This design comes from an exercise in tuning for small area, a short achievable clock period and few clock cycles on the open sky130 flow, not from production work. RTL that was checked went through simulation tests only; none was proved equivalent to the original. The RTL of runs 1 to 3 was laid out without a check of its function. Power figures rest on the tool's default switching activity, not on a simulated workload.

$ cat standard.sh
#!/bin/bash
# synth_recipe.tcl (not shown) runs the flow's synth.tcl, then flattens the netlist and writes it again
# the make line also repeats each setting of config.mk as NAME=value (left out here)
make -C /OpenROAD-flow-scripts/flow DESIGN_CONFIG=/design/flow/config.mk WORK_HOME=/design/flow/orfs CLKGATE_MAP_FILE= SYNTH_SCRIPT=/design/flow/synth_recipe.tcl "${@:-finish}"
$ cat config.mk
export PLATFORM = sky130hd
export DESIGN_NAME = single_cycle_risc
export DESIGN_NICKNAME = single_cycle_risc
export VERILOG_FILES = /design/flow/design.v
export SDC_FILE = /design/flow/constraint.sdc
export NUM_CORES = 8
export LEC_CHECK = 0
export CAP_MARGIN = 30
export CELL_PAD_IN_SITES_DETAIL_PLACEMENT = 1
export CELL_PAD_IN_SITES_GLOBAL_PLACEMENT = 2
export CORE_MARGIN = 2
export CORE_UTILIZATION = 30
export PLACE_DENSITY = 0.35
export SLEW_MARGIN = 30
$ cat flow/run.sh
#!/bin/bash
set -euo pipefail
bash standard.sh SETUP_SLACK_MARGIN=18.5 TNS_END_PERCENT=0 finish > standard_flow.log 2>&1
$ cat design.v
module single_cycle_risc (
  input         clk,
  input         rst,
  output [31:0] imem_addr,
  input  [31:0] imem_data,
  output        wb_valid,
  output [4:0]  wb_rd,
  output [31:0] wb_data
);
reg [31:0] pc_f;
reg [31:0] ir;
reg        v_x;
reg [31:0] pc_x;    
reg        p_x;     
reg [1:0]  w_x;     
reg        wb_valid_r;
reg [4:0]  wb_rd_r;
reg [31:0] wb_data_r;
assign imem_addr = pc_f;
assign wb_valid  = wb_valid_r;
assign wb_rd     = wb_rd_r;
assign wb_data   = wb_data_r;
wire [4:0] op  = ir[6:2];
wire [2:0] f3  = ir[14:12];
wire [4:0] rd  = ir[11:7];
wire [4:0] rs1 = ir[19:15];
wire [4:0] rs2 = ir[24:20];
wire is_load   = (op == 5'b00000);
wire is_store  = (op == 5'b01000);
wire is_branch = (op == 5'b11000);
wire is_jalr   = (op == 5'b11001);
wire is_jal    = (op == 5'b11011);
wire is_opimm  = (op == 5'b00100);
wire is_op     = (op == 5'b01100);
wire is_auipc  = (op == 5'b00101);
wire is_lui    = (op == 5'b01101);
wire writes_rd = is_load | is_jalr | is_jal | is_opimm | is_op | is_auipc | is_lui;
wire rf_we     = v_x & writes_rd & (rd != 5'd0);
wire [31:0] imm_i = {{20{ir[31]}}, ir[31:20]};
wire [31:0] imm_s = {{20{ir[31]}}, ir[31:25], ir[11:7]};
wire [31:0] imm_b = {{19{ir[31]}}, ir[31], ir[7], ir[30:25], ir[11:8], 1'b0};
wire [31:0] imm_u = {ir[31:12], 12'b0};
wire [31:0] imm_j = {{11{ir[31]}}, ir[31], ir[19:12], ir[20], ir[30:21], 1'b0};
reg [1023:32] rf;
reg [31:0] rf1, rf2;
integer k;
always @* begin
  rf1 = 32'b0;
  rf2 = 32'b0;
  for (k = 1; k < 32; k = k + 1) begin
    rf1 = rf1 | ({32{rs1 == k}} & rf[32*k +: 32]);
    rf2 = rf2 | ({32{rs2 == k}} & rf[32*k +: 32]);
  end
end
wire byp1 = wb_valid_r & (wb_rd_r == rs1);
wire byp2 = wb_valid_r & (wb_rd_r == rs2);
wire [31:0] rv1 = byp1 ? wb_data_r : rf1;
wire [31:0] rv2 = byp2 ? wb_data_r : rf2;
wire [31:0] opb = (is_op | is_branch) ? rv2 : imm_i;
wire        sub = is_branch | (is_op & ir[30] & (f3 == 3'b000)) | (f3[2:1] == 2'b01);
wire [32:0] sum = {1'b0, rv1} + {1'b0, opb ^ {32{sub}}} + {32'b0, sub};
wire        ltu = ~sum[32];
wire        lts = (rv1[31] ^ opb[31]) ? rv1[31] : sum[31];
wire        eq  = (rv1 == rv2);
wire        sh_left = ~f3[2];
wire [31:0] sh_in;
wire [31:0] sh_out;
genvar g;
generate
  for (g = 0; g < 32; g = g + 1) begin : g_rev
    assign sh_in[g] = sh_left ? rv1[31-g] : rv1[g];
  end
endgenerate
wire        sh_fill = ir[30] & rv1[31] & ~sh_left;
wire [31:0] sh_r = $signed({sh_fill, sh_in}) >>> opb[4:0];
generate
  for (g = 0; g < 32; g = g + 1) begin : g_rev2
    assign sh_out[g] = sh_left ? sh_r[31-g] : sh_r[g];
  end
endgenerate
reg [31:0] alu;
always @* begin
  case (f3)
    3'b000: alu = sum[31:0];
    3'b001: alu = sh_out;
    3'b010: alu = {31'b0, lts};
    3'b011: alu = {31'b0, ltu};
    3'b100: alu = rv1 ^ opb;
    3'b101: alu = sh_out;
    3'b110: alu = rv1 | opb;
    default: alu = rv1 & opb;
  endcase
end
reg  [255:0] dm;    
wire [31:0] imm_ls = is_store ? imm_s : imm_i;
wire [4:0]  addr = rv1[4:0] + imm_ls[4:0];
wire [2:0]  aw   = addr[4:2];
wire [1:0]  ao   = addr[1:0];
wire [2:0]  aw1  = aw + 3'd1;
wire [2:0] lw1 = (ao <= 2'd1) ? aw : aw1;
wire [2:0] lw2 = (ao <= 2'd2) ? aw : aw1;
wire [2:0] lw3 = aw;
wire [2:0] lane_w [0:3];
assign lane_w[0] = (ao == 2'd0) ? aw : aw1;
assign lane_w[1] = lw1;
assign lane_w[2] = lw2;
assign lane_w[3] = lw3;
reg [7:0] lane_r [0:3];
integer w, j;
always @* begin
  for (j = 0; j < 4; j = j + 1) begin
    lane_r[j] = 8'b0;
    for (w = 0; w < 8; w = w + 1)
      lane_r[j] = lane_r[j] | ({8{lane_w[j] == w}} & dm[8*(w*4+j) +: 8]);
  end
end
wire [31:0] lanes = {lane_r[3], lane_r[2], lane_r[1], lane_r[0]};
reg  [31:0] mrd;    
always @* begin
  case (ao)
    2'd0: mrd = lanes;
    2'd1: mrd = {lanes[7:0],  lanes[31:8]};
    2'd2: mrd = {lanes[15:0], lanes[31:16]};
    default: mrd = {lanes[23:0], lanes[31:24]};
  endcase
end
wire        ld_sign = ~f3[2] & (f3[0] ? mrd[15] : mrd[7]);
wire [31:0] ld_val = {f3[1] ? mrd[31:16] : {16{ld_sign}},
                      (f3[1] | f3[0]) ? mrd[15:8] : {8{ld_sign}},
                      mrd[7:0]};
reg [31:0] st_data;
always @* begin
  case (ao)
    2'd0: st_data = rv2;
    2'd1: st_data = {rv2[23:0], rv2[31:24]};
    2'd2: st_data = {rv2[15:0], rv2[31:16]};
    default: st_data = {rv2[7:0], rv2[31:8]};
  endcase
end
wire [3:0] nb_mask = f3[1] ? 4'b1111 : (f3[0] ? 4'b0011 : 4'b0001);
wire [7:0] en_rot  = {nb_mask, nb_mask} << ao;
wire [3:0] lane_en = en_rot[7:4];
wire       st_en = v_x & is_store;
integer sw, sj;
always @(posedge clk) begin
  for (sw = 0; sw < 8; sw = sw + 1)
    for (sj = 0; sj < 4; sj = sj + 1)
      if (st_en & lane_en[sj] & (lane_w[sj] == sw))
        dm[8*(sw*4+sj) +: 8] <= st_data[sj*8 +: 8];
end
localparam NB = 3, TB = 6, GB = 8;
reg  [NB-1:0]   bv;
reg  [TB*NB-1:0] btag;
reg  [GB*NB-1:0] btgt;
reg  [1:0]      bptr;
reg  [NB-1:0]   bhit;
reg  [GB-1:0]   bsel;
reg  [1:0]      bway;
integer b;
always @* begin
  bsel = {GB{1'b0}};
  bway = 2'd0;
  for (b = 0; b < NB; b = b + 1) begin
    bhit[b] = bv[b] & (btag[TB*b +: TB] == pc_f[TB+1:2]);
    bsel = bsel | ({GB{bhit[b]}} & btgt[GB*b +: GB]);
    if (bhit[b]) bway = b;
  end
end
wire        bhit_any = |bhit;
wire [31:0] pc_seq   = pc_f + 32'd4;
wire [31:0] pc_pred  = bhit_any ? {pc_f[31:GB+2], bsel, 2'b00} : pc_seq;
wire [31:0] tgt_imm = is_jal ? imm_j : (is_auipc ? imm_u : imm_b);
wire [31:0] tgt    = pc_x + tgt_imm;
wire [31:0] link   = pc_x + 32'd4;
wire        taken  = f3[2] ? (f3[1] ? ltu : lts) ^ f3[0] : eq ^ f3[0];
wire        jump   = is_jal | (is_branch & taken);
wire        tgt_ne = (tgt != pc_f);
wire        redirect = v_x & (is_jalr | (jump ? tgt_ne : p_x));
wire [31:0] npc    = is_jalr ? {sum[31:1], 1'b0} : (jump ? tgt : link);
wire        bupd   = v_x & jump & tgt_ne;
reg [31:0] result;
always @* begin
  if (is_load)               result = ld_val;
  else if (is_jal | is_jalr) result = link;
  else if (is_lui)           result = imm_u;
  else if (is_auipc)         result = tgt;
  else                       result = alu;
end
always @(posedge clk) begin
  if (rst) begin
    pc_f       <= 32'b0;
    v_x        <= 1'b0;
    wb_valid_r <= 1'b0;
    bv         <= {NB{1'b0}};
    bptr       <= 2'd0;
  end else begin
    pc_f       <= redirect ? npc : pc_pred;
    v_x        <= ~redirect;
    wb_valid_r <= rf_we;
    if (bupd & ~p_x) begin
      bv[bptr] <= 1'b1;
      bptr     <= (bptr == NB - 1) ? 2'd0 : bptr + 2'd1;
    end
  end
  if (bupd) begin
    btag[TB*(p_x ? w_x : bptr) +: TB] <= pc_x[TB+1:2];
    btgt[GB*(p_x ? w_x : bptr) +: GB] <= tgt[GB+1:2];
  end
  ir        <= imem_data;
  pc_x      <= pc_f;
  p_x       <= bhit_any;
  w_x       <= bway;
  wb_rd_r   <= rd;
  wb_data_r <= result;
end
integer wk;
always @(posedge clk) begin
  for (wk = 1; wk < 32; wk = wk + 1)
    if (wb_valid_r & (wb_rd_r == wk))
      rf[32*wk +: 32] <= wb_data_r;
end
endmodule
$ cat constraint.sdc
create_clock -name core_clock -period 25.0 [get_ports {clk}]
set_input_delay 5.0000 -clock core_clock [delete_from_list [all_inputs] [get_ports {clk}]]
set_output_delay 5.0000 -clock core_clock [all_outputs]
set_load 0.01 [all_outputs]
==> qor.json, run 1 <==
{
  "outcome": {
    "status": "complete, no violations"
  },
  "hold_path": {
    "holdCritPathClass": "flip-flop to flip-flop"
  },
  "synth": {
    "post_synth_instance_area_um2": 76620,
    "postSynthAreaPerCell_um2": 11.09,
    "synth_nets": 7084,
    "postSynth.topFlopCell": "edfxtp_1",
    "synth_enable_flop_cells": 1290,
    "sequential_share_of_the_synthesized_area_pct": 54.24,
    "ys.warnings.count": 2,
    "ffs_latches_synth": 1431,
    "synthArstFlopShare_pct": 0,
    "ys_types": 109,
    "synthCells": 6909
  },
  "place": {
    "gp_routability_congestion": 0.9303,
    "placed_cells_incl_taps": 10219,
    "hpwlAfterDp_um": 329700,
    "place_ws_ns": 13.91,
    "port_buffers": 101
  },
  "timing": {
    "finalWorstPathRequiredPeriod_ns": 7.237,
    "holdWs_ns": 0.4630,
    "fmaxAchievable_ghz": 0.1382,
    "rsz_0062_raised_after_global_routing": "true",
    "final-hold-violation-count": 0,
    "sum_of_negative_setup_slack_ns": 0,
    "timing_worst_slew_pin_value_ns": 1.170,
    "worst_slew_margin_rel_pct": 21.81,
    "finalCritPeriodShare_pct": 28.95,
    "setup_ws_ns": 17.76,
    "finalMaxSlewViolations": 0,
    "setup_viol_count_final": 0,
    "skew_ns": 0.08840
  },
  "floorplan": {
    "fp.dieH_um": 509.4,
    "die_area_um2": 259500,
    "core-area_um2": 253900,
    "start_util_pct": 30.17,
    "ios": 104,
    "num_rows": 185,
    "dieWidth_um": 509.4
  },
  "power": {
    "power_per_cell_area_nw_per_um2": 80.32,
    "power_uw": 7726,
    "irDropWorstVdd_uv": 70.56,
    "leakage_uw": 0.03376
  },
  "route": {
    "initialDrtViolationCount": 10122,
    "dr_total_vias": 72016,
    "drtPass1Iterations": 6,
    "route.antenna.remaining_nets": 0,
    "wirelength_um": 524400,
    "avgRoutedWirePerCell_um": 48.08,
    "vias_per_cell": 6.602,
    "route.detailed.drc": 0
  },
  "global_route": {
    "global_route.usage.total_pct": 39.37,
    "gr-total-overflow": 0,
    "grt_start_max_net_pins": 82,
    "grt_pass1_wl_um": 685200,
    "grt_antenna_before_repair": 52,
    "first_global_vias": 69830
  },
  "clocking": {
    "cts_root_buffer": "clkbuf_16",
    "tritoncts_clock_tree": "built",
    "max-clock-path-buffers": 3,
    "cts-buffers-inserted": 175,
    "cts_htree_levels": 4,
    "clk_pin_slew_worst_paths_ns": 0.06,
    "hold_buffers": 0,
    "clock-sinks": 1431,
    "insertion_delay_ns": 0.90
  },
  "final_layout": {
    "layout_net_count": 7550,
    "syn_to_final_growth_pct": 25.54,
    "layout_common_cells": "1290 x edfxtp_1, 856 x nand3_1, 480 x buf_4, 363 x a22oi_1, 342 x nand2_1",
    "final_cells": 10908,
    "drive_above_1_share_pct": 20.91,
    "most_common_library_cell_in_the_layout_ignoring_fill_and_taps": "edfxtp_1"
  },
  "critical_path": {
    "timing_worst_setup_path_type": "flip-flop to flip-flop",
    "crit_path_start_kind": "flip-flop",
    "worst_ep_arrival_time_ns": 8.00,
    "worst_setup_path_end_kind": "flip-flop",
    "worst-path-max-fanout": 48,
    "crit_required_ns": 25.77
  },
  "run": {
    "max_cap_violations": 0
  }
}
==> power breakdown <==
part,internal (uW),switching (uW),leakage (uW)
clock network,1420,1150,0.00272
registers,2770,32.0,0.0129
logic,757,1610,0.0182
total,4940,2790,0.0338
==> final cells by class <==
cell class,instances,area [um^2]
Tap cell,3366,4212
Antenna cell,23,57.56
Timing Repair Buffer,830,9395
Clock buffer,232,4703
Inverter,155,588.1
Multi-Input combinational cell,4782,34720
Fill cell,27014,157700
Clock inverter,89,892.1
Sequential cell,1431,41620
==> registers in the layout, indices dropped and copies added (netlist names) <==
register and cells:
rf 992, dm 256, pc_f 32, ir 30
pc_x 32, wb_rd_r 5, v_x 1, bptr 2
wb_valid_r 1, wb_data_r 32, btag 18, w_x 2
p_x 1, btgt 24, bv 3
==> stage by stage <==
stage / area (um^2) / utilization [%]
after floorplan: 76720 / -
after global placement: 83200 / 32.77
after detailed placement: 83560 / 32.91
after CTS: 95450 / 37.59
after global routing: 96150 / 37.86
final: 96190 / 37.88
==> cell families after synthesis <==
group	count (synthesis)	synth area share [%]
AND/OR/NAND/NOR	2446	16.41
adder cells (fa/ha/maj)	141	2.332
AO/OA/AOI/OAI	1579	14.55
buffers and inverters	707	3.890
multiplexers	358	5.557
XOR/XNOR	247	3.028
flip-flops	1431	54.24
==> metal layers <==
layer,routed length [um],GRT usage [%],up-vias
met1,205900,49.91,38134
met5,66,0,-
met4,39150,24.48,8
met3,43960,7.615,1319
met2,235300,61.81,4450
li1,-,-,28105
==> repair_timing <==
item	CTS	global route
pin swaps	91	43
resized for setup	687	88
gates cloned	41	2
setup endpoints to repair	528	242
buffers inserted	266	35
==> Yosys cell counts (78+ instances only) <==
| master | number | share of area [%] |
|---|---|---|
| a21oi_1 | 310 | 2.0 |
| a22oi_1 | 371 | 3.6 |
| and3_1 | 144 | 1.2 |
| buf_2 | 131 | 0.86 |
| clkbuf_1 | 336 | 1.6 |
| dfxtp_1 | 141 | 3.7 |
| edfxtp_1 | 1290 | 51 |
| ha_1 | 138 | 2.3 |
| inv_1 | 145 | 0.71 |
| mux2i_1 | 237 | 3.1 |
| nand2_1 | 354 | 1.7 |
| nand3_1 | 867 | 5.7 |
| nand4_1 | 291 | 2.4 |
| nor2_1 | 369 | 1.8 |
| nor3_1 | 92 | 0.60 |
| o21ai_0 | 207 | 1.4 |
| xnor2_1 | 158 | 1.8 |
| xor2_1 | 78 | 0.89 |
==> path summary, 6_finish.rpt <==
kind                            startpoint  endpoint  slack (ns)  cells past startpoint
worst max-delay path                ir[17]   pc_f[0]       17.76                     26
worst min-delay path              pc_f[15]  pc_x[15]        0.46                      0
worst max register to register      ir[17]   pc_f[0]       17.76                     26
worst min register to register    pc_f[15]  pc_x[15]        0.46                      0
==> critical path, cell delays in order (launching register included) <==
cell and delay (ns):
dfxtp_4 0.37, buf_16 0.23, buf_16 0.24, and3b_4 0.27, buf_12 0.17, and3_1 0.39
a2111oi_0 0.46, nand3_1 0.19, o32a_1 0.41, buf_4 0.24, ha_1 0.39, o21ai_0 0.11
nand2b_1 0.08, a21oi_1 0.09, a21oi_4 0.18, nand3b_1 0.20, a311oi_4 0.37, o311ai_4 0.14
a211o_1 0.36, a311oi_2 0.33, and2_4 0.26, o41ai_4 0.07, buf_6 0.16, o211a_4 0.30
a41o_4 0.33, mux2_4 0.32, nor2_2 0.07
==> run 2, diff against run 1 <==
--- a/design.v
+++ b/design.v
@@ -11,4 +11,6 @@
 reg [31:0] ir;
 reg        v_x;
+reg [31:0] a_r, b_r;  
+reg        fx1, fx2;  
 reg [31:0] pc_x;    
 reg        p_x;     
@@ -43,4 +45,6 @@
 wire [31:0] imm_j = {{11{ir[31]}}, ir[31], ir[19:12], ir[20], ir[30:21], 1'b0};
 reg [1023:32] rf;
+wire [4:0] f_rs1 = imem_data[19:15];
+wire [4:0] f_rs2 = imem_data[24:20];
 reg [31:0] rf1, rf2;
 integer k;
@@ -49,12 +53,14 @@
   rf2 = 32'b0;
   for (k = 1; k < 32; k = k + 1) begin
-    rf1 = rf1 | ({32{rs1 == k}} & rf[32*k +: 32]);
-    rf2 = rf2 | ({32{rs2 == k}} & rf[32*k +: 32]);
-  end
-end
-wire byp1 = wb_valid_r & (wb_rd_r == rs1);
-wire byp2 = wb_valid_r & (wb_rd_r == rs2);
-wire [31:0] rv1 = byp1 ? wb_data_r : rf1;
-wire [31:0] rv2 = byp2 ? wb_data_r : rf2;
+    rf1 = rf1 | ({32{f_rs1 == k}} & rf[32*k +: 32]);
+    rf2 = rf2 | ({32{f_rs2 == k}} & rf[32*k +: 32]);
+  end
+end
+wire        byp1 = wb_valid_r & (wb_rd_r == f_rs1);
+wire        byp2 = wb_valid_r & (wb_rd_r == f_rs2);
+wire [31:0] f_rv1 = byp1 ? wb_data_r : rf1;
+wire [31:0] f_rv2 = byp2 ? wb_data_r : rf2;
+wire [31:0] rv1 = fx1 ? wb_data_r : a_r;
+wire [31:0] rv2 = fx2 ? wb_data_r : b_r;
 wire [31:0] opb = (is_op | is_branch) ? rv2 : imm_i;
 wire        sub = is_branch | (is_op & ir[30] & (f3 == 3'b000)) | (f3[2:1] == 2'b01);
@@ -208,4 +214,8 @@
   end
   ir        <= imem_data;
+  a_r       <= f_rv1;
+  b_r       <= f_rv2;
+  fx1       <= rf_we & (rd == f_rs1);
+  fx2       <= rf_we & (rd == f_rs2);
   pc_x      <= pc_f;
   p_x       <= bhit_any;
==> run 2 against run 1 <==
Still clean. Worst hold slack lost 0.050 ns. Non-clock buffer count is 210 lower. Critical path depth decreased by 17. Largest cell class unchanged.
==> qor.json, run 2 <==
{
  "clocking": {
    "clk_pin_slew_worst_paths_ns": 0.05,
    "tritoncts_clock_tree": "built",
    "max-clock-path-buffers": 3,
    "clock-sinks": 1497,
    "cts_root_buffer": "clkbuf_16",
    "cts-buffers-inserted": 182,
    "insertion_delay_ns": 0.91,
    "cts_htree_levels": 4
  },
  "floorplan": {
    "dieWidth_um": 513.6,
    "num_rows": 187,
    "ios": 104,
    "die_area_um2": 263700,
    "start_util_pct": 30.07,
    "fp.dieH_um": 513.6,
    "core-area_um2": 259000
  },
  "final_layout": {
    "largest_register": "rf",
    "drive_above_1_share_pct": 19.58,
    "syn_to_final_growth_pct": 22.46,
    "layout.core_utilization_pct": 36.83,
    "most_common_library_cell_in_the_layout_ignoring_fill_and_taps": "edfxtp_1",
    "number_of_flip_flops_in_the_largest_register": 992,
    "layout_net_count": 7169,
    "layout_common_cells": "1290 x edfxtp_1, 438 x nand2_1, 435 x a22oi_1, 332 x buf_4, 326 x a21oi_1",
    "top_regs": "rf: 992 flops, dm: 256 flops"
  },
  "timing": {
    "setup_viol_count_final": 0,
    "skew_ns": 0.1261,
    "finalWorstPathRequiredPeriod_ns": 6.776,
    "fmaxAchievable_ghz": 0.1476,
    "rsz_0062_raised_after_global_routing": "true",
    "worst_slew_margin_rel_pct": 24.85,
    "sum_of_negative_setup_slack_ns": 0,
    "final-hold-violation-count": 0,
    "finalCritPeriodShare_pct": 27.10,
    "timing_worst_slew_pin_value_ns": 1.115,
    "finalMaxSlewViolations": 0
  },
  "route": {
    "initialDrtViolationCount": 9823,
    "route.antenna.remaining_nets": 0,
    "avgRoutedWirePerCell_um": 46.33,
    "wirelength_um": 489000,
    "vias_per_cell": 6.542,
    "dr_total_vias": 69055,
    "route.detailed.drc": 0,
    "drtPass1Iterations": 8
  },
  "synth": {
    "synth_top_cell_area_share_pct": 49.73,
    "sequential_share_of_the_synthesized_area_pct": 55.05,
    "synthArstFlopShare_pct": 0,
    "postSynth.topFlopCell": "edfxtp_1",
    "top_post_synthesis_cells_by_count": "1290 x edfxtp_1, 446 x nand2_1, 435 x a22oi_1",
    "yosysMostFrequentCell": "edfxtp_1",
    "ys.warnings.count": 2,
    "post_synth_instance_area_um2": 77890,
    "synth_nets": 6882,
    "synth_top_cells_by_area": "edfxtp_1 50%, dfxtp_1 5.3%, a22oi_1 4.2%",
    "synth_largest_area_cell": "edfxtp_1",
    "ffs_latches_synth": 1497,
    "ys_types": 101,
    "synthCells": 6705,
    "synth_enable_flop_cells": 1290,
    "postSynthAreaPerCell_um2": 11.62
  },
  "global_route": {
    "grt_antenna_before_repair": 28,
    "grt_pass1_wl_um": 642100,
    "global_route.usage.total_pct": 35.80,
    "first_global_vias": 67663,
    "grt_start_max_net_pins": 67,
    "gr-total-overflow": 0
  },
  "power": {
    "leakage_uw": 0.03241,
    "power_per_cell_area_nw_per_um2": 85.13,
    "irDropWorstVdd_uv": 77.55,
    "power_uw": 8120
  },
  "outcome": {
    "status": "complete, no violations"
  },
  "critical_path": {
    "worst-path-max-fanout": 21,
    "worst_ep_arrival_time_ns": 7.46,
    "crit_required_ns": 25.69,
    "worst_setup_path_end_kind": "flip-flop",
    "crit_path_start_kind": "input port",
    "timing_worst_setup_path_type": "input port to flip-flop"
  },
  "place": {
    "gp_routability_congestion": 0.9400,
    "port_buffers": 101,
    "hpwlAfterDp_um": 309100
  },
  "hold_path": {
    "holdCritPathClass": "flip-flop to flip-flop"
  },
  "run": {
    "max_cap_violations": 0
  }
}
## run 2: cell families after synthesis
family	count (synthesis)	synth area share (%)
adders and majority gates	143	2.326
buffers and inverters	681	3.365
and+or+nand+nor	1638	9.999
muxes	310	5.519
xor gates and xnor gates	284	3.314
DFF	1497	55.05
AOI/OAI and AO/OA	2152	20.43
## run 2: worst paths after layout
| path | start | to | slack (ns) | cells past startpoint |
|---|---|---|---|---|
| worst max-delay path | imem_data[23] | b_r[27] | 18.22 | 9 |
| worst max register to register | ir[2] | wb_data_r[16] | 18.37 | 23 |
| worst min register to register | pc_f[0] | pc_x[0] | 0.41 | 0 |
| worst min-delay path | pc_f[0] | pc_x[0] | 0.41 | 0 |
## run 2: through the flow
step	hold WS (ns)	instance area, um^2	instances	worst slack [ns]
2_1_floorplan	0.3903	78080	6705	18.34
3_3_place_gp	0.4573	84670	10034	15.65
3_5_place_dp	0.4551	84820	10038	15.77
4_1_cts	0.4176	93820	10480	18.24
5_1_grt	0.4231	95380	10552	18.31
6_report	0.4133	95390	10556	18.22
## run 2: layout make-up
class	instances	area, um^2
Fill cell	27254	163600
Sequential cell	1497	43110
Multi-Input combinational cell	4528	34320
Timing Repair Buffer	620	6883
Clock buffer	229	4871
Tap cell	3402	4257
Clock inverter	112	1311
Inverter	163	628.1
Antenna cell	5	12.51
## run 2: critical path: stages
cell and delay [ns]:
clkbuf_4 0.20, or3b_4 0.50, nor2_4 0.11, buf_6 0.54
buf_6 0.36, a221oi_1 0.15, nand4_1 0.14, nor3_1 0.07
a21oi_1 0.33
## run 2: metal layers
metal  vias to the layer above  GRT usage [%]  wire [um]
li1                      27461              -          -
met1                     36437          47.09     198000
met2                      4019          57.66     223400
met3                      1120          5.870      39550
met4                        18          16.30      27960
met5                         -              0        139
## run 2: power by group
part / internal (uW) / switching (uW)
sequential: 2890 / 84.2
combinational: 782 / 1600
clock: 1560 / 1200
total: 5230 / 2890
## run 2: timing repair
action | in CTS | in global routing
resized for setup | 549 | 231
endpoints found under the hold margin | 0 | 0
buffers inserted | 78 | 58
pin swaps | 31 | 40
gates cloned | 23 | 13
setup endpoints to repair | 393 | 241
hold buffers | 0 | 0
==> run 3, diff against run 2 <==
==> flow/run.sh (replaced) <==
#!/bin/bash
set -euo pipefail
bash standard.sh SETUP_SLACK_MARGIN=19 TNS_END_PERCENT=100 finish > standard_flow.log 2>&1
==> run 3 against run 2 <==
Utilization grew 5.8 points. Via count grew 9.4%. Wire length grew 14%. Sequential share of layout area shrank 6.1 points. Non-clock buffer count grew 797. Clock power is essentially flat. First-iteration DRC count grew 23%. Die area is the same. Worst setup slack gained 0.21 ns. Worst hold slack gained 0.082 ns. Critical path depth grew 3. Highest routed layer unchanged.
==> qor.json, run 3 <==
{
  "floorplan": {
    "core-area_um2": 259000,
    "dieWidth_um": 513.6,
    "ios": 104,
    "num_rows": 187,
    "start_util_pct": 30.07,
    "fp.dieH_um": 513.6,
    "die_area_um2": 263700
  },
  "global_route": {
    "grt_pass1_wl_um": 716500,
    "first_global_vias": 72587,
    "gr-total-overflow": 0,
    "grt_start_max_net_pins": 53,
    "grt_antenna_before_repair": 60,
    "global_route.usage.total_pct": 40.55
  },
  "critical_path": {
    "crit_path_start_kind": "input port",
    "worstSetupEndpoint": "b_r[12]",
    "worst-path-max-fanout": 10,
    "crit_required_ns": 25.72,
    "r2r_cells": 28,
    "worst_setup_path_end_kind": "flip-flop",
    "ff2ff_setup_slack_ns": 18.88,
    "reg2reg_to": "wb_data_r[8]",
    "worst_ep_arrival_time_ns": 7.29,
    "timing_worst_setup_path_type": "input port to flip-flop",
    "regToRegStartpoint": "fx1",
    "setup.worst_path.start": "imem_data[21]"
  },
  "synth": {
    "synth_top_cell_area_share_pct": 49.73,
    "synth_enable_flop_cells": 1290,
    "synth_nets": 6882,
    "synthCells": 6705,
    "ffs_latches_synth": 1497,
    "postSynthAreaPerCell_um2": 11.62,
    "top_post_synthesis_cells_by_count": "1290 x edfxtp_1, 446 x nand2_1, 435 x a22oi_1",
    "synthArstFlopShare_pct": 0,
    "post_synth_instance_area_um2": 77890,
    "ys.warnings.count": 2,
    "ys_types": 101,
    "synth_largest_area_cell": "edfxtp_1",
    "sequential_share_of_the_synthesized_area_pct": 55.05,
    "yosysMostFrequentCell": "edfxtp_1",
    "postSynth.topFlopCell": "edfxtp_1",
    "synth_top_cells_by_area": "edfxtp_1 50%, dfxtp_1 5.3%, a22oi_1 4.2%"
  },
  "clocking": {
    "insertion_delay_ns": 0.89,
    "clk_pin_slew_worst_paths_ns": 0.06,
    "cts_root_buffer": "clkbuf_16",
    "hold_buffers": 0,
    "cts-buffers-inserted": 189,
    "clock-sinks": 1497,
    "tritoncts_clock_tree": "built",
    "max-clock-path-buffers": 4,
    "cts_htree_levels": 4
  },
  "final_layout": {
    "fill_cells": 26589,
    "most_common_library_cell_in_the_layout_ignoring_fill_and_taps": "edfxtp_1",
    "fin_area_um2": 110300,
    "largest_register": "rf",
    "top_regs": "rf: 992 flops, dm: 256 flops",
    "syn_to_final_growth_pct": 41.59,
    "drive_above_1_share_pct": 33.54,
    "layout_common_cells": "1290 x edfxtp_1, 697 x buf_4, 432 x nand2_1, 390 x a22oi_1, 284 x nor2_1",
    "layout_net_count": 7975,
    "number_of_flip_flops_in_the_largest_register": 992
  },
  "timing": {
    "holdWs_ns": 0.4957,
    "sum_of_negative_setup_slack_ns": 0,
    "final-hold-violation-count": 0,
    "finalWorstPathRequiredPeriod_ns": 6.566,
    "worst_slew_margin_rel_pct": 22.02,
    "finalMaxSlewViolations": 0,
    "timing_worst_slew_pin_value_ns": 1.166,
    "setup_viol_count_final": 0,
    "finalCritPeriodShare_pct": 26.26,
    "fmaxAchievable_ghz": 0.1523,
    "rsz_0062_raised_after_global_routing": "true",
    "skew_ns": 0.09432
  },
  "route": {
    "drtPass1Iterations": 7,
    "route.antenna.remaining_nets": 0,
    "route.detailed.drc": 0,
    "avgRoutedWirePerCell_um": 48.94,
    "vias_per_cell": 6.643,
    "dr_total_vias": 75527,
    "wirelength_um": 556400,
    "initialDrtViolationCount": 12076
  },
  "place": {
    "hpwlAfterDp_um": 311600,
    "gp_routability_congestion": 0.9542,
    "placed_area_um2": 85280,
    "port_buffers": 101
  },
  "power": {
    "power_per_cell_area_nw_per_um2": 78.66,
    "leakage_uw": 0.03911,
    "irDropWorstVdd_uv": 69.26
  },
  "hold_path": {
    "holdCritPathClass": "flip-flop to flip-flop"
  },
  "run": {
    "max_cap_violations": 0
  },
  "outcome": {
    "status": "complete, no violations"
  }
}
==> run 3: cell counts after synthesis <==
Identical to the previous run, type by type.
==> run 3: what timing repair did <==
| item | CTS | global route |
|---|---|---|
| setup endpoints to repair | 475 | 244 |
| gates resized for setup | 1722 | 339 |
| pin swaps | 367 | 279 |
| buffers inserted | 685 | 182 |
| endpoints found under the hold margin | 0 | 0 |
| cloned | 97 | 11 |
==> run 3: kinds of logic (layout without fill, tap and decap cells) <==
group	after synthesis	count (layout)	share of synthesized area, %
AOI/OAI and AO/OA	2152	2152	20.43
and+or+nand+nor	1638	1641	9.999
DFF	1497	1497	55.05
buffers and inverters	681	1919	3.365
muxes	310	310	5.519
xor gates and xnor gates	284	284	3.314
adders and majority gates	143	143	2.326
other	0	21	0
==> run 3: how the worst min path moves through the flow <==
stage	start	slack [ns]	endpoint	cells past startpoint
after global routing	pc_f[0]	0.49	pc_x[0]	1
after global placement	pc_f[0]	0.46	pc_x[0]	0
after floorplan	pc_f[6]	0.39	pc_x[6]	0
final	pc_f[0]	0.50	pc_x[0]	1
after CTS	pc_f[0]	0.49	pc_x[0]	1
after detailed placement	pc_f[0]	0.46	pc_x[0]	0
==> run 3: metrics by stage <==
step	worst slack (ns)	power (uW)	cells	util, %
4_1_cts	18.46	8491	11155	41.16
2_1_floorplan	18.51	4133	6705	-
3_3_place_gp	15.62	5131	10025	32.81
6_report	18.43	8676	11369	42.58
3_5_place_dp	15.54	5132	10034	32.93
5_1_grt	18.48	8869	11350	42.56
==> run 3: worst max-delay path, stage by stage <==
cell and delay [ns]:
buf_12 0.12, nand2b_4 0.17, buf_12 0.15, buf_12 0.13, nor2_4 0.45, buf_4 0.23
buf_12 0.20, a22o_1 0.18, a221oi_2 0.05, nand4_1 0.15, nor3_2 0.08, a21oi_2 0.34
==> run 3: cell type report <==
cell class | instances | area (um^2) | area share [%]
clock inverters | 102 | 1049 | 0.9507
clock buffers | 237 | 5002 | 4.536
inverters | 163 | 640.6 | 0.5809
diodes | 21 | 52.55 | 0.04765
repair buffers | 1417 | 18800 | 17.05
multi-input cells | 4530 | 37340 | 33.86
well taps | 3402 | 4257 | 3.860
flip-flops and latches | 1497 | 43140 | 39.12
==> run 3: per-layer routing <==
layer  up-vias  wire, um  track usage, %
li1      29172         -               -
met4        22     45710           26.51
met3      1688     55150           9.695
met2      5312    244600           62.81
met5         -       134               0
met1     39333    210800           50.39
==> run 3: report_power, final <==
group          switching [uW]  internal (uW)
Sequential               76.6           2890
Clock                    1180           1600
Combinational            1830           1100
==> run 4, diff against run 3 <==
--- a/design.v
+++ b/design.v
@@ -11,9 +11,4 @@
 reg [31:0] ir;
 reg        v_x;
-reg [31:0] a_r, b_r;  
-reg        fx1, fx2;  
-reg [31:0] pc_x;    
-reg        p_x;     
-reg [1:0]  w_x;     
 reg        wb_valid_r;
 reg [4:0]  wb_rd_r;
@@ -45,22 +40,14 @@
 wire [31:0] imm_j = {{11{ir[31]}}, ir[31], ir[19:12], ir[20], ir[30:21], 1'b0};
 reg [1023:32] rf;
-wire [4:0] f_rs1 = imem_data[19:15];
-wire [4:0] f_rs2 = imem_data[24:20];
-reg [31:0] rf1, rf2;
+reg [31:0] rv1, rv2;
 integer k;
 always @* begin
-  rf1 = 32'b0;
-  rf2 = 32'b0;
+  rv1 = 32'b0;
+  rv2 = 32'b0;
   for (k = 1; k < 32; k = k + 1) begin
-    rf1 = rf1 | ({32{f_rs1 == k}} & rf[32*k +: 32]);
-    rf2 = rf2 | ({32{f_rs2 == k}} & rf[32*k +: 32]);
+    rv1 = rv1 | ({32{rs1 == k}} & rf[32*k +: 32]);
+    rv2 = rv2 | ({32{rs2 == k}} & rf[32*k +: 32]);
   end
 end
-wire        byp1 = wb_valid_r & (wb_rd_r == f_rs1);
-wire        byp2 = wb_valid_r & (wb_rd_r == f_rs2);
-wire [31:0] f_rv1 = byp1 ? wb_data_r : rf1;
-wire [31:0] f_rv2 = byp2 ? wb_data_r : rf2;
-wire [31:0] rv1 = fx1 ? wb_data_r : a_r;
-wire [31:0] rv2 = fx2 ? wb_data_r : b_r;
 wire [31:0] opb = (is_op | is_branch) ? rv2 : imm_i;
 wire        sub = is_branch | (is_op & ir[30] & (f3 == 3'b000)) | (f3[2:1] == 2'b01);
@@ -155,38 +142,14 @@
         dm[8*(sw*4+sj) +: 8] <= st_data[sj*8 +: 8];
 end
-localparam NB = 3, TB = 6, GB = 8;
-reg  [NB-1:0]   bv;
-reg  [TB*NB-1:0] btag;
-reg  [GB*NB-1:0] btgt;
-reg  [1:0]      bptr;
-reg  [NB-1:0]   bhit;
-reg  [GB-1:0]   bsel;
-reg  [1:0]      bway;
-integer b;
-always @* begin
-  bsel = {GB{1'b0}};
-  bway = 2'd0;
-  for (b = 0; b < NB; b = b + 1) begin
-    bhit[b] = bv[b] & (btag[TB*b +: TB] == pc_f[TB+1:2]);
-    bsel = bsel | ({GB{bhit[b]}} & btgt[GB*b +: GB]);
-    if (bhit[b]) bway = b;
-  end
-end
-wire        bhit_any = |bhit;
-wire [31:0] pc_seq   = pc_f + 32'd4;
-wire [31:0] pc_pred  = bhit_any ? {pc_f[31:GB+2], bsel, 2'b00} : pc_seq;
+wire [31:0] pc_x   = pc_f - 32'd4;
 wire [31:0] tgt_imm = is_jal ? imm_j : (is_auipc ? imm_u : imm_b);
 wire [31:0] tgt    = pc_x + tgt_imm;
-wire [31:0] link   = pc_x + 32'd4;
 wire        taken  = f3[2] ? (f3[1] ? ltu : lts) ^ f3[0] : eq ^ f3[0];
-wire        jump   = is_jal | (is_branch & taken);
-wire        tgt_ne = (tgt != pc_f);
-wire        redirect = v_x & (is_jalr | (jump ? tgt_ne : p_x));
-wire [31:0] npc    = is_jalr ? {sum[31:1], 1'b0} : (jump ? tgt : link);
-wire        bupd   = v_x & jump & tgt_ne;
+wire        redirect = v_x & (is_jal | is_jalr | (is_branch & taken));
+wire [31:0] npc    = is_jalr ? {sum[31:1], 1'b0} : tgt;
 reg [31:0] result;
 always @* begin
   if (is_load)               result = ld_val;
-  else if (is_jal | is_jalr) result = link;
+  else if (is_jal | is_jalr) result = pc_f;
   else if (is_lui)           result = imm_u;
   else if (is_auipc)         result = tgt;
@@ -198,27 +161,10 @@
     v_x        <= 1'b0;
     wb_valid_r <= 1'b0;
-    bv         <= {NB{1'b0}};
-    bptr       <= 2'd0;
   end else begin
-    pc_f       <= redirect ? npc : pc_pred;
+    pc_f       <= redirect ? npc : pc_f + 32'd4;
     v_x        <= ~redirect;
     wb_valid_r <= rf_we;
-    if (bupd & ~p_x) begin
-      bv[bptr] <= 1'b1;
-      bptr     <= (bptr == NB - 1) ? 2'd0 : bptr + 2'd1;
-    end
-  end
-  if (bupd) begin
-    btag[TB*(p_x ? w_x : bptr) +: TB] <= pc_x[TB+1:2];
-    btgt[GB*(p_x ? w_x : bptr) +: GB] <= tgt[GB+1:2];
   end
   ir        <= imem_data;
-  a_r       <= f_rv1;
-  b_r       <= f_rv2;
-  fx1       <= rf_we & (rd == f_rs1);
-  fx2       <= rf_we & (rd == f_rs2);
-  pc_x      <= pc_f;
-  p_x       <= bhit_any;
-  w_x       <= bway;
   wb_rd_r   <= rd;
   wb_data_r <= result;
@@ -227,6 +173,6 @@
 always @(posedge clk) begin
   for (wk = 1; wk < 32; wk = wk + 1)
-    if (wb_valid_r & (wb_rd_r == wk))
-      rf[32*wk +: 32] <= wb_data_r;
+    if (rf_we & (rd == wk))
+      rf[32*wk +: 32] <= result;
 end
 endmodule
==> run.sh (new file) <==
#!/bin/bash
# synth_recipe.tcl (not shown) runs the flow's synth.tcl, then flattens the netlist and writes it again
# the make line also repeats each setting of config.mk as NAME=value (left out here)
make -C /OpenROAD-flow-scripts/flow DESIGN_CONFIG=/design/flow/config.mk WORK_HOME=/design/flow/orfs CLKGATE_MAP_FILE= SYNTH_SCRIPT=/design/flow/synth_recipe.tcl finish
removed: flow/run.sh
removed: standard.sh
==> run 4 against run 3 <==
Worst setup slack worse by 4.4 ns. Synthesized area is 6.9% lower. Count of clock-buffer cells in the layout is 24 lower. Sequential share of layout area is 7.2 points higher. First-iteration DRC count is 18% lower. Die area is 6.8% lower. Non-clock buffer count is 962 lower. Worst hold slack worse by 0.058 ns. Register-to-register slack worse by 4.8 ns. Critical path type is now flip-flop to flip-flop. Critical endpoint is now rf[790].
==> qor.json, run 4 <==
{
  "floorplan": {
    "start_util_pct": 30.16,
    "core-area_um2": 240500,
    "dieWidth_um": 495.8,
    "num_rows": 180,
    "ios": 104,
    "fp.dieH_um": 495.8,
    "die_area_um2": 245800
  },
  "timing": {
    "finalMaxSlewViolations": 0,
    "finalWorstPathRequiredPeriod_ns": 10.94,
    "final-hold-violation-count": 0,
    "rsz_0062_raised_after_global_routing": "false",
    "skew_ns": 0.07565,
    "finalCritPeriodShare_pct": 43.74,
    "worst_slew_margin_rel_pct": 25.10,
    "sum_of_negative_setup_slack_ns": 0,
    "fmaxAchievable_ghz": 0.09144,
    "timing_worst_slew_pin_value_ns": 1.119,
    "setup_viol_count_final": 0
  },
  "final_layout": {
    "layout_net_count": 6666,
    "fin_area_um2": 85280,
    "most_common_library_cell_in_the_layout_ignoring_fill_and_taps": "edfxtp_1",
    "number_of_flip_flops_in_the_largest_register": 992,
    "drive_above_1_share_pct": 14.76,
    "largest_register": "rf",
    "fill_cells": 25743,
    "final_cells": 9843,
    "top_regs": "rf: 992 flops, dm: 256 flops, wb_data_r: 32 flops",
    "layout_common_cells": "1248 x edfxtp_1, 683 x and3_1, 469 x a22oi_1, 335 x buf_4, 291 x nand2_1",
    "syn_to_final_growth_pct": 17.55
  },
  "global_route": {
    "global_route.usage.total_pct": 38.65,
    "gr-total-overflow": 0,
    "grt_antenna_before_repair": 63,
    "first_global_vias": 64599,
    "grt_pass1_wl_um": 636100,
    "grt_start_max_net_pins": 90
  },
  "synth": {
    "sequential_share_of_the_synthesized_area_pct": 54.41,
    "synthCells": 6346,
    "ffs_latches_synth": 1348,
    "yosysMostFrequentCell": "edfxtp_1",
    "ys.warnings.count": 2,
    "synth_enable_flop_cells": 1248,
    "synthArstFlopShare_pct": 0,
    "top_post_synthesis_cells_by_count": "1248 x edfxtp_1, 684 x and3_1, 470 x a22oi_1",
    "postSynth.topFlopCell": "edfxtp_1",
    "synth_top_cells_by_area": "edfxtp_1 52%, and3_1 5.9%, a22oi_1 4.9%",
    "postSynthAreaPerCell_um2": 11.43,
    "ys_types": 114,
    "post_synth_instance_area_um2": 72550,
    "synth_top_cell_area_share_pct": 51.65,
    "synth_largest_area_cell": "edfxtp_1",
    "synth_nets": 6546
  },
  "clocking": {
    "cts_htree_levels": 4,
    "cts-buffers-inserted": 165,
    "clk_pin_slew_worst_paths_ns": 0.06,
    "cts_resized": 0,
    "hold_buffers": 0,
    "tritoncts_clock_tree": "built",
    "max-clock-path-buffers": 3,
    "cts_root_buffer": "clkbuf_16",
    "clock-sinks": 1348,
    "insertion_delay_ns": 0.86,
    "cts_setup_buffers": 0
  },
  "outcome": {
    "status": "complete, no violations"
  },
  "critical_path": {
    "worst_ep_arrival_time_ns": 11.45,
    "crit_path_start_kind": "flip-flop",
    "critPathSlowestCell": "dfxtp_2",
    "worst_setup_path_end_kind": "flip-flop",
    "worst-path-max-fanout": 45,
    "timing.critical_path.mode_cell": "buf_4",
    "timing_worst_setup_path_type": "flip-flop to flip-flop",
    "cp_slowest_stage_delay_ns": 0.87,
    "crit_required_ns": 25.51
  },
  "place": {
    "placed_area_um2": 79330,
    "hpwlAfterDp_um": 320600,
    "placed_cells_incl_taps": 9483,
    "port_buffers": 100,
    "gp_routability_congestion": 0.9420
  },
  "power": {
    "irDropWorstVdd_uv": 55.15,
    "power_per_cell_area_nw_per_um2": 84.03,
    "leakage_uw": 0.03130
  },
  "route": {
    "vias_per_cell": 6.766,
    "drtPass1Iterations": 9,
    "dr_total_vias": 66600,
    "route.antenna.remaining_nets": 0,
    "route.detailed.drc": 0,
    "avgRoutedWirePerCell_um": 49.49,
    "initialDrtViolationCount": 9921,
    "wirelength_um": 487100
  },
  "run": {
    "max_cap_violations": 0
  },
  "hold_path": {
    "holdCritPathClass": "flip-flop to flip-flop"
  }
}
run 4: power breakdown:
group	internal, uW	switching (uW)	leakage, uW	total (uW)
sequential	2630	26.4	0.0121	2650
clock	1500	1090	0.00280	2590
combinational	526	1400	0.0163	1920
total	4660	2510	0.0313	7170
run 4: through the flow:
step,hold slack [ns],power (uW),setup slack [ns],util (%)
4_1_cts,0.4510,7162,14.36,35.38
3_5_place_dp,0.4461,4584,14.37,32.98
3_3_place_gp,0.4433,4565,14.18,32.80
5_1_grt,0.4523,7333,14.07,35.41
6_report,0.4373,7166,14.06,35.46
2_1_floorplan,0.3290,3630,16.84,-
run 4: area by class of cell:
| class | count | area (um^2) | area share (%) |
|---|---|---|---|
| multi-input combinational | 4286 | 31170 | 36.54 |
| inverter | 210 | 788.3 | 0.9243 |
| clock buffer | 213 | 4502 | 5.279 |
| antenna | 51 | 127.6 | 0.1496 |
| clock inverter | 95 | 1269 | 1.488 |
| timing repair buffer | 455 | 3945 | 4.626 |
| sequential | 1348 | 39500 | 46.32 |
| tap | 3185 | 3985 | 4.673 |
run 4: kinds of logic (layout without fill, tap and decap cells):
family | count (synthesis) | count (layout) | synth area share [%]
buffers and inverters | 712 | 973 | 3.970
other | 1 | 52 | 0.005169
DFF | 1348 | 1348 | 54.41
adders and majority gates | 166 | 166 | 2.894
AOI/OAI and AO/OA | 1707 | 1707 | 17.54
xor gates and xnor gates | 146 | 146 | 1.800
and+or+nand+nor | 2081 | 2081 | 16.00
muxes | 185 | 185 | 3.375
run 4: routing by layer:
layer  vias up  routed length, um  part of all wire (%)  global-route usage (%)
li1      25631                  -                     -                       -
met5         -                 83                 0.017                       0
met3      1279              41370                   8.5                   7.063
met4        12              35480                   7.3                   23.90
met2      4348             219800                    45                   60.76
met1     35330             190400                    39                   49.24
run 4: final timing paths:
| kind | start | endpoint | slack (ns) | cells after the start |
|---|---|---|---|---|
| worst max-delay path | ir[15] | rf[790] | 14.06 | 27 |
| worst min-delay path | ir[11] | wb_rd_r[4] | 0.44 | 0 |
| worst max register to register | ir[15] | rf[790] | 14.06 | 27 |
| worst min register to register | ir[11] | wb_rd_r[4] | 0.44 | 0 |
run 4: critical path, delay by kind of cell, from the launching register on:
| kind | cells | cell delay, ns |
|---|---|---|
| adders and majority gates | 1 | 0.35 |
| muxes | 2 | 1.09 |
| AOI/OAI and AO/OA | 9 | 2.97 |
| buffers and inverters | 8 | 3.30 |
| and+or+nand+nor | 7 | 1.68 |
| DFF | 1 | 0.87 |
Testbench counts of run 4, summed over its fixed seeds: cycles 36,730.

==> static timing again, ports no longer ideal <==
How much do the figures lean on ideal ports? The routed layouts below were timed once more, with nothing changed but the port constraints. Step 1 (the two cells are an assumption about what drives the block):
set clk [get_ports {clk}]
set_driving_cell -lib_cell sky130_fd_sc_hd__clkbuf_16 $clk
set_driving_cell -lib_cell sky130_fd_sc_hd__buf_2 [delete_from_list [all_inputs] $clk]
Step 2 moves the port delays by t, midway between the first and last clock arrival at a register: inputs arrive t later, outputs are due t later. That takes back most of the time a late clock gives input paths. a / b / c = ideal ports / drivers / drivers and shift; a / b = the first two.
| run | t, ns | setup WS [ns] | worst setup path after step 2 |
|---|---|---|---|
| run 1 | 0.949 | 17.763 / 17.763 / 17.763 | register to register |
| run 2 | 0.940 | 18.224 / 18.217 / 17.354 | input to register |
| run 3 | 0.950 | 18.434 / 18.272 / 17.322 | input to register |
| run 4 | 0.921 | 14.064 / 14.064 / 14.064 | register to register |
After both steps every run listed still meets setup and hold. The setup slack of run 3, which loses most, moves by -0.162 ns with the drivers and by -1.112 ns with both steps.
